Background: an optimization exercise with open tools, aiming at small area, a short achievable clock period and few clock cycles. Do not read the settings as production practice. Function was checked by simulation only, so behaviour that the tests miss may differ from the original. Power figures rest on the tool's default switching activity, not on a simulated workload.

Setup of PW:
// cpu
module cpu(
    input clk,
    input rst,  
    output [9:0] imem_addr,    
    input [31:0] imem_rdata,   
    output [11:0] dmem_addr,   
    output [31:0] dmem_wdata,  
    output [3:0] dmem_wmask,   
    output dmem_we,            
    input [31:0] dmem_rdata,   
    output reg is_halted
);
    reg [9:0] pc;      
    reg [9:0] pcn;     
    reg [31:0] ir;     
    reg ir_v;          
    reg [31:0] z;      
    reg [31:0] hi;
    reg busy;          
    reg [4:0] cnt;     
    reg w_we;          
    reg w_ld;          
    reg w_jal;         
    reg w_st;          
    reg w_half;        
    reg w_word;        
    reg [3:0] w_d;
    reg [31:0] sd;     
    wire [5:0] op = ir[31:26];
    wire [3:0] mode = op[4:1];
    wire is_mov = (op[5:1] == 5'b00000);
    wire is_mem = (op[5:3] == 3'b011);
    wire is_alu = !op[5] && !is_mov && !is_mem;
    wire is_ld = is_mem && !op[0];
    wire is_st = is_mem && op[0];
    wire is_beq = (op == 6'h20);
    wire is_bne = (op == 6'h21);
    wire is_br = is_beq || is_bne;
    wire is_j = (op == 6'h22) || (op == 6'h23);
    wire is_jal = (op == 6'h24);
    wire is_mfhi = (op == 6'h25);
    wire is_halt = op[5] && (op[4] || op[3] || (op[2] && op[1]));
    wire is_mul = is_alu && (mode == 4'd3);
    wire is_div = is_alu && (mode == 4'd4);
    wire is_sll = is_alu && (mode == 4'd9);
    wire use_imm = (is_alu && op[0]) || is_mem;
    wire r_fmt = is_alu && !op[0];
    wire [3:0] ra = ir[21:18];
    wire [3:0] rb = r_fmt ? ir[17:14] : ir[25:22];
    wire [3:0] rd = ir[25:22];
    wire use_a = is_alu || is_mem || is_br;
  ...
Size in the first run: roughly 660 flip-flops, roughly 46000 sq um of cells after synthesis.
Settings: LEC_CHECK=0, ABC_AREA=1, CAP_MARGIN=20, CORE_MARGIN=2, CORE_UTILIZATION=45, SLEW_MARGIN=20; clock period 110.0 ns.
run.sh (not shown) runs the stock make flow with config.mk's settings and CLKGATE_MAP_FILE= SYNTH_SCRIPT=/design/flow/synth_recipe.tcl, a recipe that flattens the netlist after the stock synthesis.
PW ended with every stage complete and zero timing, DRC or antenna violations.
Testbench counts of PW, summed over its fixed seeds: cycles 56,898.
Input-level comparison between AL and PW:
--- a/flow/design.v
+++ b/flow/design.v
@@ -98,25 +98,24 @@
     input clk,
     input rst,  
     output [9:0] imem_addr,    
     input [31:0] imem_rdata,   
     output [11:0] dmem_addr,   
     output [31:0] dmem_wdata,  
     output [3:0] dmem_wmask,   
     output dmem_we,            
     input [31:0] dmem_rdata,   
     output reg is_halted
 );
     reg [9:0] pc;      
-    reg [9:0] pcn;     
     reg [31:0] ir;     
     reg ir_v;          
     reg [31:0] z;      
     reg [31:0] hi;
     reg busy;          
     reg [4:0] cnt;     
     reg w_we;          
     reg w_ld;          
     reg w_jal;         
     reg w_st;          
     reg w_half;        
     reg w_word;        
@@ -231,61 +230,55 @@
     wire [27:0] mh = busy ? hi[27:0] : 28'b0;
     wire [27:0] mhi;
     rca #(28) minc(.x(mh), .y(28'b0), .ci(1'b1), .s(mhi), .co());
     wire [31:0] mhn = {ml[36] ? mhi : mh, ml[35:32]};
     wire qb = as_co;
     wire [31:0] dr = qb ? as[31:0] : {hi[30:0], a[cnt]};
     wire md = is_mul || is_div;
     wire md_triv = is_mul ? (a == 0 || y_zero) : (y_zero || lt);
     wire md_fin = busy ? (cnt == 0) : (md_triv || (is_mul && ny == 0));
     wire e_v = ir_v && !is_halted;
     wire e_go = e_v && !lu;               
     wire e_done = e_go && (!md || md_fin);
-    wire redirect = e_done && ((is_beq && taken) || (is_bne && !taken));
-    wire [9:0] target = is_beq ? ir[9:0] : pcn;
+    wire redirect = e_done && (is_j || is_jal || (is_br && taken));
+    wire [9:0] target = is_br ? ir[9:0] : ir[23:14];
     wire fetch = !is_halted && (e_done || !ir_v);
-    wire [5:0] fop = imem_rdata[31:26];
-    wire f_jmp = (fop == 6'h22) || (fop == 6'h23) || (fop == 6'h24);
-    wire f_bne = (fop == 6'h21);
-    wire [9:0] pc4 = pc + 10'd4;
     assign imem_addr = pc;
     assign dmem_addr = z[11:0];
     assign dmem_wdata = sd;
     assign dmem_wmask = {w_word, w_word, w_half, 1'b1};
     assign dmem_we = w_st;
     always @(posedge clk or negedge rst) begin
         if (rst == 1'b0) begin
             pc <= 0;
             ir_v <= 0;
             is_halted <= 0;
         end
         else begin
             if (e_v && is_halt)
                 is_halted <= 1;
             if (redirect) begin
                 pc <= target;
                 ir_v <= 0;
             end
             else if (fetch) begin
-                pc <= f_bne ? imem_rdata[9:0] : (f_jmp ? imem_rdata[23:14] : pc4);
+                pc <= pc + 10'd4;
                 ir_v <= 1;
             end
         end
     end
     always @(posedge clk) begin
-        if (fetch && !redirect) begin
+        if (fetch && !redirect)
             ir <= imem_rdata;
-            pcn <= pc4;
-        end
-        sd <= is_jal ? {22'b0, pcn} : b;
+        sd <= is_jal ? {22'b0, pc} : b;
         w_d <= is_jal ? 4'd15 : rd;
         w_half <= op[2];
         w_word <= op[2] && op[1];
     end
     always @(posedge clk or negedge rst) begin
         if (rst == 1'b0) begin
             w_we <= 0;
             w_ld <= 0;
             w_jal <= 0;
             w_st <= 0;
         end
         else begin
Notes after the runs:
Comparing via count for AL and PW, the bigger number came from PW. Diff PW -> AL: non-clock buffer count lost 4, average via count per standard cell rose about 1.5%, post-route total power lower. Upper clock frequency limit across AL and PW: no real change. Going from PW to AL, clock skew grows by 0.017 ns. Combinational power of AL falls short of that of PW by more than 10%. Share of power burned in registers up 0.4 points in AL wrt PW.
Testbench counts of AL, summed over its fixed seeds: cycles 59,218.

Another version of the RTL of cpu (not shown whole).
For scale: ~660 flip-flops, about 130 I/O pins.
Settings: LEC_CHECK=0, ABC_AREA=1, CAP_MARGIN=20, CORE_MARGIN=2, CORE_UTILIZATION=45, CTS_CLUSTER_DIAMETER=180, CTS_CLUSTER_SIZE=20, SLEW_MARGIN=20; clock period 110.0 ns.
standard.sh (not shown) runs the stock make flow with config.mk's settings and CLKGATE_MAP_FILE= SYNTH_SCRIPT=/design/flow/synth_recipe.tcl, a recipe that flattens the netlist after the stock synthesis.
==> flow/flow/run.sh <==
#!/bin/bash
# The standard layout with two changes:
#  - synthesis maps the logic with an area-oriented ABC script (flow/abc.script)
#    in place of ORFS's; everything else in synthesis is the standard flow's own script
#    (synth_recipe.tcl), so the registers are the standard synthesis's;
#  - the input and output ports get buf_4 buffers.
set -euo pipefail
W=$PWD
F=$W/flow
# synth_recipe.tcl, with yosys's abc command wrapped to use flow/abc.script
# and no delay target
{
  cat <<TCL
proc abc {args} {
  set i [lsearch -exact \$args -script]
  if {\$i >= 0} { set args [lreplace \$args \$i [expr {\$i + 1}] -script $F/abc.script] }
  set i [lsearch -exact \$args -D]
  if {\$i >= 0} { set args [lreplace \$args \$i [expr {\$i + 1}]] }
  yosys abc {*}\$args
}
TCL
  cat "$W/synth_recipe.tcl"
} > "$W/flow_synth.tcl"
export BUFFER_PORTS_ARGS="-buffer_cell sky130_fd_sc_hd__buf_4"
bash "$W/standard.sh" SYNTH_SCRIPT="$W/flow_synth.tcl" finish > "$W/standard.log" 2>&1
==> flow/flow/abc.script <==
strash
&get -n
&dch
&nf -p -R 1000
&put
topo
stime -c
upsize -c
dnsize -c
Testbench counts at the start, summed over its fixed seeds: cycles 56,928.
Change:
--- a/flow/design.v
+++ b/flow/design.v
@@ -115,34 +115,36 @@
     output [11:0] dmem_addr,   
     output [31:0] dmem_wdata,  
     output [3:0] dmem_wmask,   
     output dmem_we,            
     input [31:0] dmem_rdata,   
     output reg is_halted
 );
     reg [9:0] pc;      
     reg [9:0] pcn;     
     reg [31:0] ir;     
     reg ir_v;          
+    reg ir_pt;         
     reg [31:0] z;      
     reg [31:0] hi;
     reg busy;          
     reg [4:0] cnt;     
     reg w_we;          
     reg w_ld;          
     reg w_jal;         
     reg w_st;          
     reg w_half;        
     reg w_word;        
     reg [3:0] w_d;
     reg [31:0] sd;     
+    reg [11:0] ma;     
     reg half_on, word_on;  
     wire [5:0] op = ir[31:26];
     wire [3:0] mode = op[4:1];
     wire is_mov = (op[5:1] == 5'b00000);
     wire is_mem = (op[5:3] == 3'b011);
     wire is_alu = !op[5] && !is_mov && !is_mem;
     wire is_ld = is_mem && !op[0];
     wire is_st = is_mem && op[0];
     wire is_beq = (op == 6'h20);
     wire is_bne = (op == 6'h21);
     wire is_br = is_beq || is_bne;
@@ -253,59 +255,64 @@
     wire [27:0] mhi;
     rca #(28) minc(.x(mh), .y(28'b0), .ci(1'b1), .s(mhi), .co());
     wire [31:0] mhn = {ml[36] ? mhi : mh, ml[35:32]};
     wire qb = as_co;
     wire [31:0] dr = qb ? as[31:0] : {hi[30:0], a[cnt]};
     wire md = is_mul || is_div;
     wire md_triv = is_mul ? (a == 0 || y_zero) : (y_zero || bx < by);
     wire md_fin = busy ? (cnt == 0) : (md_triv || (is_mul && ny == 0));
     wire e_v = ir_v && !is_halted;
     wire e_go = e_v && !lu;               
     wire e_done = e_go && (!md || md_fin);
-    wire redirect = e_done && ((is_beq && taken) || (is_bne && !taken));
-    wire [9:0] target = is_beq ? ir[9:0] : pcn;
+    wire redirect = e_done && is_br && (taken != ir_pt);
+    wire [9:0] target = taken ? ir[9:0] : pcn;
     wire fetch = !is_halted && (e_done || !ir_v);
     wire [5:0] fop = imem_rdata[31:26];
     wire f_jmp = (fop == 6'h22) || (fop == 6'h23) || (fop == 6'h24);
     wire f_bne = (fop == 6'h21);
+    wire f_beq = (fop == 6'h20);
+    wire sub_zero = e_done && is_alu && mode == 4'd2 && eq;
+    wire f_pt = f_bne ? !sub_zero : (f_beq && sub_zero);
     wire [9:0] pc4 = pc + 10'd4;
     assign imem_addr = pc;
-    assign dmem_addr = z[11:0];
+    assign dmem_addr = ma;
     assign dmem_wdata = sd;
     assign dmem_wmask = {~word_on, ~word_on, ~half_on, 1'b1};
     assign dmem_we = w_st;
     always @(posedge clk or negedge rst) begin
         if (rst == 1'b0) begin
             pc <= 0;
             ir_v <= 0;
             is_halted <= 0;
         end
         else begin
             if (e_v && is_halt)
                 is_halted <= 1;
             if (redirect) begin
                 pc <= target;
                 ir_v <= 0;
             end
             else if (fetch) begin
-                pc <= f_bne ? imem_rdata[9:0] : (f_jmp ? imem_rdata[23:14] : pc4);
+                pc <= f_pt ? imem_rdata[9:0] : (f_jmp ? imem_rdata[23:14] : pc4);
                 ir_v <= 1;
             end
         end
     end
     always @(posedge clk) begin
         if (fetch && !redirect) begin
             ir <= imem_rdata;
+            ir_pt <= f_pt;
             pcn <= pc4;
         end
         sd <= is_jal ? {22'b0, pcn} : b;
+        ma <= as[11:0];
         w_d <= is_jal ? 4'd15 : rd;
         w_half <= op[2];
         w_word <= op[2] && op[1];
         half_on <= !op[2];
         word_on <= !(op[2] && op[1]);
     end
     always @(posedge clk or negedge rst) begin
         if (rst == 1'b0) begin
             w_we <= 0;
             w_ld <= 0;
             w_jal <= 0;
- core utilization rises by 0.23 points
- synthesized area rises slightly
- global-route usage rises by 0.43 points
- setup slack is better by 0.29 ns
- die area rises slightly
- worst hold slack is worse by 0.0039 ns
- register-to-register slack is better by 0.23 ns
- critical path depth does not change
- final area rises slightly
Testbench counts after the change, summed over its fixed seeds: cycles 55,871.

-- port drivers added, routing unchanged --
The results above use ideal ports. As a check the final layouts listed here were re-extracted and re-timed, cells and wires unchanged.
Step 1 (the two cells are an assumption about what drives the block):
set clk [get_ports {clk}]
set_driving_cell -lib_cell sky130_fd_sc_hd__clkbuf_16 $clk
set_driving_cell -lib_cell sky130_fd_sc_hd__buf_2 [delete_from_list [all_inputs] $clk]
Step 2 adds t to the input delays and takes it off the output delays; t is the mean of the earliest and latest rising clock arrival at the registers after step 1. Input paths then give back, and output paths get back, about the clock's delay inside the block.
Three values: ideal ports, drivers, drivers and shift; two values: the first two.
run | shift t [ns] | setup slack, ns | hold WS [ns] | worst setup path after step 2 | cell pins on the clock port's net
PW | 0.743 | 85.934 / 85.854 / 85.726 | 0.493 / 0.493 / 0.493 | input to register | 1
AL | 0.744 | 85.900 / 85.820 / 86.153 | 0.502 / 0.502 / 0.502 | input to register | 1
the first run of note 2 | 0.685 | 86.427 / 86.359 / 86.012 | 0.502 / 0.502 / 0.502 | input to register | 1
the second run of note 2 | 0.711 | 86.715 / 86.639 / 86.299 | 0.498 / 0.498 / 0.498 | input to register | 1
After both steps setup and hold are still met in every run listed. The setup slack of the second run of note 2, which loses most, moves by -0.076 ns with the drivers and by -0.416 ns with both steps.
